This is an optimization exercise on Yosys and OpenROAD, whose aim is small area, a short achievable clock period and few clock cycles, not a production implementation.
RTL that was checked went through simulation tests only; none was proved equivalent to the original.
Power is estimated from default activity; no workload was simulated.

==> inputs of branch zinc <==
// booth_multiplier
module booth_multiplier(clk, reset_n, multiplier, multiplicand, op_start, op_clear, op_done, result);
==> flow/config.mk <==
export PLATFORM = sky130hd
export DESIGN_NAME = booth_multiplier
export DESIGN_NICKNAME = booth_multiplier
export VERILOG_FILES = /design/flow/design.v
export SDC_FILE = /design/flow/constraint.sdc
export NUM_CORES = 4
export LEC_CHECK = 0
export ABC_CLOCK_PERIOD_IN_PS = 2500
export CAP_MARGIN = 20
export CORE_MARGIN = 2
export CORE_UTILIZATION = 50
export PLACE_DENSITY = 0.65
export SETUP_SLACK_MARGIN = 3.0
export SLEW_MARGIN = 20
export SYNTH_HIERARCHICAL = 1
==> flow/constraint.sdc <==
create_clock -name core_clock -period 5.5 [get_ports {clk}]
set_input_delay 1.1000 -clock core_clock [delete_from_list [all_inputs] [get_ports {clk}]]
set_output_delay 1.1000 -clock core_clock [all_outputs]
set_load 0.01 [all_outputs]
run.sh (not shown) runs the stock make flow with config.mk's settings and CLKGATE_MAP_FILE= SYNTH_SCRIPT=/design/flow/synth_recipe.tcl, a recipe that flattens the netlist after the stock synthesis.
==> branch juniper: changes against branch zinc <==
--- a/flow/config.mk
+++ b/flow/config.mk
@@ -10,6 +10,5 @@
 export CORE_MARGIN = 2
 export CORE_UTILIZATION = 50
 export PLACE_DENSITY = 0.65
-export SETUP_SLACK_MARGIN = 3.0
 export SLEW_MARGIN = 20
 export SYNTH_HIERARCHICAL = 1
==> out/qor.txt <==
Initial DRC count -> 1912
DR pass1 iterations -> 7
Cts repair resizes -> 542
Worst slew pin tran -> 0.836 ns
P_int -> 10.3 mW
GR Layer Usage met1 -> 46.1%
Max incr delay on CP -> 0.51 ns
Max FO, Critical Path -> 5
Req. time, crit path -> 6.01 ns
Reg clk slew, reported paths -> 0.07 ns
Layout Cells excl Fill -> 2932
Logic power comb -> 11.6 mW
Outcome -> no timing/DRC/antenna violations
RSZ-0062 raised after global routing -> yes
Sequential share of power -> 20.1%
Worst IR drop on VDD -> 345 uV
Largest net degree at the start of global routing -> 77
# the run above: branch zinc

==> out/qor.txt <==
Outcome -> no timing/DRC/antenna violations
Cts repair resizes -> 0
Top FF cell, synth -> dfxtp_1
Reg clk slew, reported paths -> 0.06 ns
Initial DRC count -> 1322
Worst slew pin tran -> 1.10 ns
Worst IR drop on VDD -> 320 uV
RSZ-0062 raised after global routing -> no
Layout Cells excl Fill -> 2768
P_int -> 8.74 mW
Logic power comb -> 9.10 mW
Largest net degree at the start of global routing -> 68
Nonclk inv count -> 35
Req. time, crit path -> 6.00 ns
GR Layer Usage met1 -> 38.4%
Max FO, Critical Path -> 8
Async S/R FF share, synth -> 0.685%
# the run above: branch juniper

No run of this note included a check of the RTL's function; only the layout flow was run.

---

==> trial 77: inputs <==
Another version of the RTL of booth_multiplier (not shown whole).
==> flow/config.mk <==
export PLATFORM = sky130hd
export DESIGN_NAME = booth_multiplier
export DESIGN_NICKNAME = booth_multiplier
export VERILOG_FILES = /design/flow/design.v
export SDC_FILE = /design/flow/constraint.sdc
export NUM_CORES = 4
export LEC_CHECK = 0
export ABC_CLOCK_PERIOD_IN_PS = 2500
export CAP_MARGIN = 20
export CORE_MARGIN = 2
export CORE_UTILIZATION = 50
export PLACE_DENSITY = 0.65
export SETUP_SLACK_MARGIN = 2.5
export SLEW_MARGIN = 20
export SYNTH_HIERARCHICAL = 1
==> flow/constraint.sdc <==
create_clock -name core_clock -period 5.5 [get_ports {clk}]
set_input_delay 1.1000 -clock core_clock [delete_from_list [all_inputs] [get_ports {clk}]]
set_output_delay 1.1000 -clock core_clock [all_outputs]
set_load 0.01 [all_outputs]
standard.sh (not shown) runs the stock make flow with config.mk's settings and CLKGATE_MAP_FILE= SYNTH_SCRIPT=/design/flow/synth_recipe.tcl, a recipe that flattens the netlist after the stock synthesis.
==> flow/flow/run.sh <==
#!/bin/bash
# The standard synthesis and layout, with the port buffers the standard flow's flow adds made from
# sky130_fd_sc_hd__buf_2 instead of the cell buffer_ports picks by itself.
set -euo pipefail
bash standard.sh synth > synth.log 2>&1
export BUFFER_PORTS_ARGS="-buffer_cell sky130_fd_sc_hd__buf_2"
bash standard.sh > layout.log 2>&1
==> build 50: changes against trial 77 <==
--- a/flow/design.v
+++ b/flow/design.v
@@ -1,14 +1,15 @@
 module booth_multiplier(clk, reset_n, multiplier, multiplicand, op_start, op_clear, op_done, result);
 	input clk, reset_n, op_start, op_clear;
 	input [63:0] multiplier, multiplicand;
 	output op_done;
 	output [127:0] result;
 	reg run, done;
 	reg [3:0] cnt;
+	reg [63:0] a;             
 	reg [3:0] one, two, neg;  
 	reg [65:0] S, C;         
 	reg [7:0] L0, L1;       
 	reg lc;                    
 	reg [63:0] rlo;            
 	assign op_done = done;
 	assign result = {S[63:0], rlo};
@@ -40,16 +41,16 @@
 	always @(*) begin
 		for (i = 0; i < 4; i = i + 1) begin
 			one_n[i] = chunk[2*i+1] ^ chunk[2*i];
 			two_n[i] = (chunk[2*i+2] & ~chunk[2*i+1] & ~chunk[2*i]) | (~chunk[2*i+2] & chunk[2*i+1] & chunk[2*i]);
 			neg_n[i] = chunk[2*i+2];
 		end
 	end
-	wire [64:0] ae = {multiplicand[63], multiplicand};
-	wire [65:0] ae1 = {multiplicand[63], multiplicand, 1'b0};
+	wire [64:0] ae = {a[63], a};
+	wire [65:0] ae1 = {a[63], a, 1'b0};
 	wire [65:0] pp0;
 	assign pp0[64:0] = (({65{one[0]}} & ae) | ({65{two[0]}} & ae1[64:0])) ^ {65{neg[0]}};
 	assign pp0[65] = ~pp0[64];
 	wire [65:0] pp1;
 	assign pp1[64:0] = (({65{one[1]}} & ae) | ({65{two[1]}} & ae1[64:0])) ^ {65{neg[1]}};
 	assign pp1[65] = ~pp1[64];
 	wire [65:0] pp2;
@@ -1302,14 +1303,15 @@
 	assign full[66] = xp[66] ^ pg6_66_g;
 	assign full[67] = ~(xp[67] ^ pg6_67_g);
 	assign full[68] = xp[68] ^ pg6_68_g;
 	assign full[69] = ~(xp[69] ^ pg6_69_g);
 	assign full[70] = ~(xp[70] ^ pg6_70_g);
 	assign full[71] = xp[71] ^ pg6_71_g;
 	always @(posedge clk) begin
+		a <= multiplicand;
 		one <= one_n;
 		two <= two_n;
 		neg <= neg_n;
 		cnt <= run ? cnt + {3'b0, ~last} : 4'd0;
 		if (step) begin
 			S <= tS[73:8];
 			C <= tC[73:8];
==> flow/run.sh (new file) <==
#!/bin/bash
# synth_recipe.tcl (not shown) runs the flow's synth.tcl, then flattens the netlist and writes it again
# the make line also repeats each setting of config.mk as NAME=value (left out here)
make -C /OpenROAD-flow-scripts/flow DESIGN_CONFIG=/design/flow/config.mk WORK_HOME=/design/flow/orfs CLKGATE_MAP_FILE= SYNTH_SCRIPT=/design/flow/synth_recipe.tcl finish
SETUP_SLACK_MARGIN = not set   (was 2.5)
removed: flow/flow/run.sh
removed: flow/standard.sh
==> trial 35: changes against trial 77 <==
==> flow/flow/run.sh (replaced) <==
#!/bin/bash
# The standard synthesis and layout, with the port buffers the standard flow's flow adds made from
# sky130_fd_sc_hd__buf_1 instead of the cell buffer_ports picks by itself.
set -euo pipefail
bash standard.sh synth > synth.log 2>&1
export BUFFER_PORTS_ARGS="-buffer_cell sky130_fd_sc_hd__buf_1"
bash standard.sh > layout.log 2>&1
GPL_TIMING_DRIVEN = 0   (was not set)
==> summary of the runs <==
Sequential power: build 50 is higher than trial 77 (about 27%).
Routed wire length: trial 35 > trial 77 > build 50.
Of build 50 and trial 35, build 50 has the higher die area (gap about 5.6%, measured against trial 35).
Count of clock-buffer cells in the layout, lowest first: trial 77, trial 35, build 50.
Testbench counts of trial 77, summed over its fixed seeds: cycles 4,224.
Testbench counts of trial 35, summed over its fixed seeds: cycles 4,224.
Function not checked in build 50: the RTL went through the layout flow alone.

---

==> run P <==
Another version of the RTL of booth_multiplier (not shown whole).
==> flow/config.mk <==
export PLATFORM = sky130hd
export DESIGN_NAME = booth_multiplier
export DESIGN_NICKNAME = booth_multiplier
export VERILOG_FILES = /design/flow/design.v
export SDC_FILE = /design/flow/constraint.sdc
export NUM_CORES = 4
export LEC_CHECK = 0
export ABC_CLOCK_PERIOD_IN_PS = 2500
export CAP_MARGIN = 20
export CORE_MARGIN = 2
export CORE_UTILIZATION = 50
export PLACE_DENSITY = 0.65
export SLEW_MARGIN = 20
export SYNTH_HIERARCHICAL = 1
==> flow/constraint.sdc <==
create_clock -name core_clock -period 5.5 [get_ports {clk}]
set_input_delay 1.1000 -clock core_clock [delete_from_list [all_inputs] [get_ports {clk}]]
set_output_delay 1.1000 -clock core_clock [all_outputs]
set_load 0.01 [all_outputs]
run.sh (not shown) runs the stock make flow with config.mk's settings and CLKGATE_MAP_FILE= SYNTH_SCRIPT=/design/flow/synth_recipe.tcl, a recipe that flattens the netlist after the stock synthesis.
Stock flow here: none of the scripts above is used.
==> inputs of run R, as changes to run P <==
--- a/flow/config.mk
+++ b/flow/config.mk
@@ -10,5 +10,6 @@
 export CORE_MARGIN = 2
 export CORE_UTILIZATION = 50
 export PLACE_DENSITY = 0.65
+export SETUP_SLACK_MARGIN = 2.8
 export SLEW_MARGIN = 20
 export SYNTH_HIERARCHICAL = 1
==> impl_table.tex <==
\begin{tabular}{lr}
\hline
Metric & Value \\
\hline
\multicolumn{2}{l}{\textbf{Critical path}} \\
Cell count along the critical path & 11 \\
Worst path required time & 5.93 ns \\
\multicolumn{2}{l}{\textbf{Timing}} \\
Final min period & 3.76 ns \\
Ratio of final minimum period to clock period & 0.683 \\
\multicolumn{2}{l}{\textbf{GRT}} \\
Global routing usage on met2 & 0.440 \\
Total GRT Usage & 0.277 \\
Number of antenna violations at the first check in global routing & 0 \\
\multicolumn{2}{l}{\textbf{Place}} \\
Worst slack at placement & 1.82 ns \\
Final RePlAce weighted congestion & 0.937 \\
\multicolumn{2}{l}{\textbf{Layout}} \\
Utilization after layout & 0.581 \\
Top library cells by usage in the layout, fill and taps aside & xnor2\_1 (304), a22oi\_1 (270), clkdlybuf4s50\_1 (260) \\
Fraction of area in registers & 0.242 \\
\multicolumn{2}{l}{\textbf{Clock tree}} \\
Number of gates resized after cts & 0 \\
\multicolumn{2}{l}{\textbf{Route}} \\
Routed len/inst & 22.6 um \\
Met1 wire length & 29.6 mm \\
\multicolumn{2}{l}{\textbf{Power}} \\
Sequential Power & 3.81 mW \\
Clock power frac & 0.159 \\
\multicolumn{2}{l}{\textbf{Outcome}} \\
Run status & no timing/DRC/antenna violations \\
\hline
\end{tabular}
# the run above: run P

==> impl_table.tex <==
\begin{tabular}{lr}
\hline
Metric & Value \\
\hline
\multicolumn{2}{l}{\textbf{Outcome}} \\
Run status & no timing/DRC/antenna violations \\
\multicolumn{2}{l}{\textbf{GRT}} \\
Total GRT Usage & 0.332 \\
Global routing usage on met2 & 0.513 \\
Number of antenna violations at the first check in global routing & 2 \\
Grt peak-use layer & met2 \\
\multicolumn{2}{l}{\textbf{Timing}} \\
Final min period & 2.94 ns \\
Ratio of final minimum period to clock period & 0.534 \\
\multicolumn{2}{l}{\textbf{Layout}} \\
Top library cells by usage in the layout, fill and taps aside & clkdlybuf4s50\_1 (247), xnor2\_1 (245), a22oi\_1 (189) \\
\multicolumn{2}{l}{\textbf{Critical path}} \\
Cell count along the critical path & 12 \\
Worst path required time & 5.99 ns \\
\multicolumn{2}{l}{\textbf{Worst hold path}} \\
Path class of the lowest-slack min-delay path & reg -> reg \\
\multicolumn{2}{l}{\textbf{Route}} \\
Routed len/inst & 27.0 um \\
Met1 wire length & 32.7 mm \\
\multicolumn{2}{l}{\textbf{Clock tree}} \\
Number of gates resized after cts & 420 \\
\multicolumn{2}{l}{\textbf{Yosys}} \\
Fraction of the yosys area taken by sequential cells & 0.276 \\
Yosys warnings & 7 \\
\multicolumn{2}{l}{\textbf{Power}} \\
Clock power frac & 0.138 \\
Sequential Power & 3.68 mW \\
\multicolumn{2}{l}{\textbf{Place}} \\
Worst slack at placement & 1.87 ns \\
\hline
\end{tabular}
# the run above: run R

No run of this note included a check of the RTL's function; only the layout flow was run.

## afterwards: timing with drivers on the ports
How much do the figures lean on ideal ports? The routed layouts below were timed once more, with nothing changed but the port constraints.
Step 1 (the two cells are an assumption about what drives the block):
set clk [get_ports {clk}]
set_driving_cell -lib_cell sky130_fd_sc_hd__clkbuf_16 $clk
set_driving_cell -lib_cell sky130_fd_sc_hd__buf_2 [delete_from_list [all_inputs] $clk]
Step 2 times the ports against the registers' clock, not the clock port: input delays grow and output delays shrink by t, the midpoint of the rising clock arrivals with the driver on.
a / b / c = ideal ports / drivers / drivers and shift; a / b = the first two.
| run | t, ns | slack for setup (ns) | latest minus earliest clock arrival (ns) |
|---|---|---|---|
| branch zinc | 0.629 | 2.384 / 2.384 / 2.384 | 0.026 / 0.027 |
| branch juniper | 0.607 | 1.766 / 1.766 / 1.766 | 0.020 / 0.021 |
| trial 77 | 0.610 | 2.542 / 2.514 / 1.904 | 0.027 / 0.026 |
| build 50 | 0.612 | 1.853 / 1.853 / 1.853 | 0.014 / 0.014 |
| trial 35 | 0.618 | 2.499 / 2.499 / 1.917 | 0.021 / 0.020 |
| run P | 0.614 | 1.741 / 1.741 / 1.741 | 0.026 / 0.026 |
| run R | 0.609 | 2.563 / 2.563 / 2.531 | 0.038 / 0.038 |
After both steps setup and hold are still met in every run listed. For trial 77, which loses most, drivers alone change the setup slack by -0.028 ns; drivers and shift together by -0.638 ns.
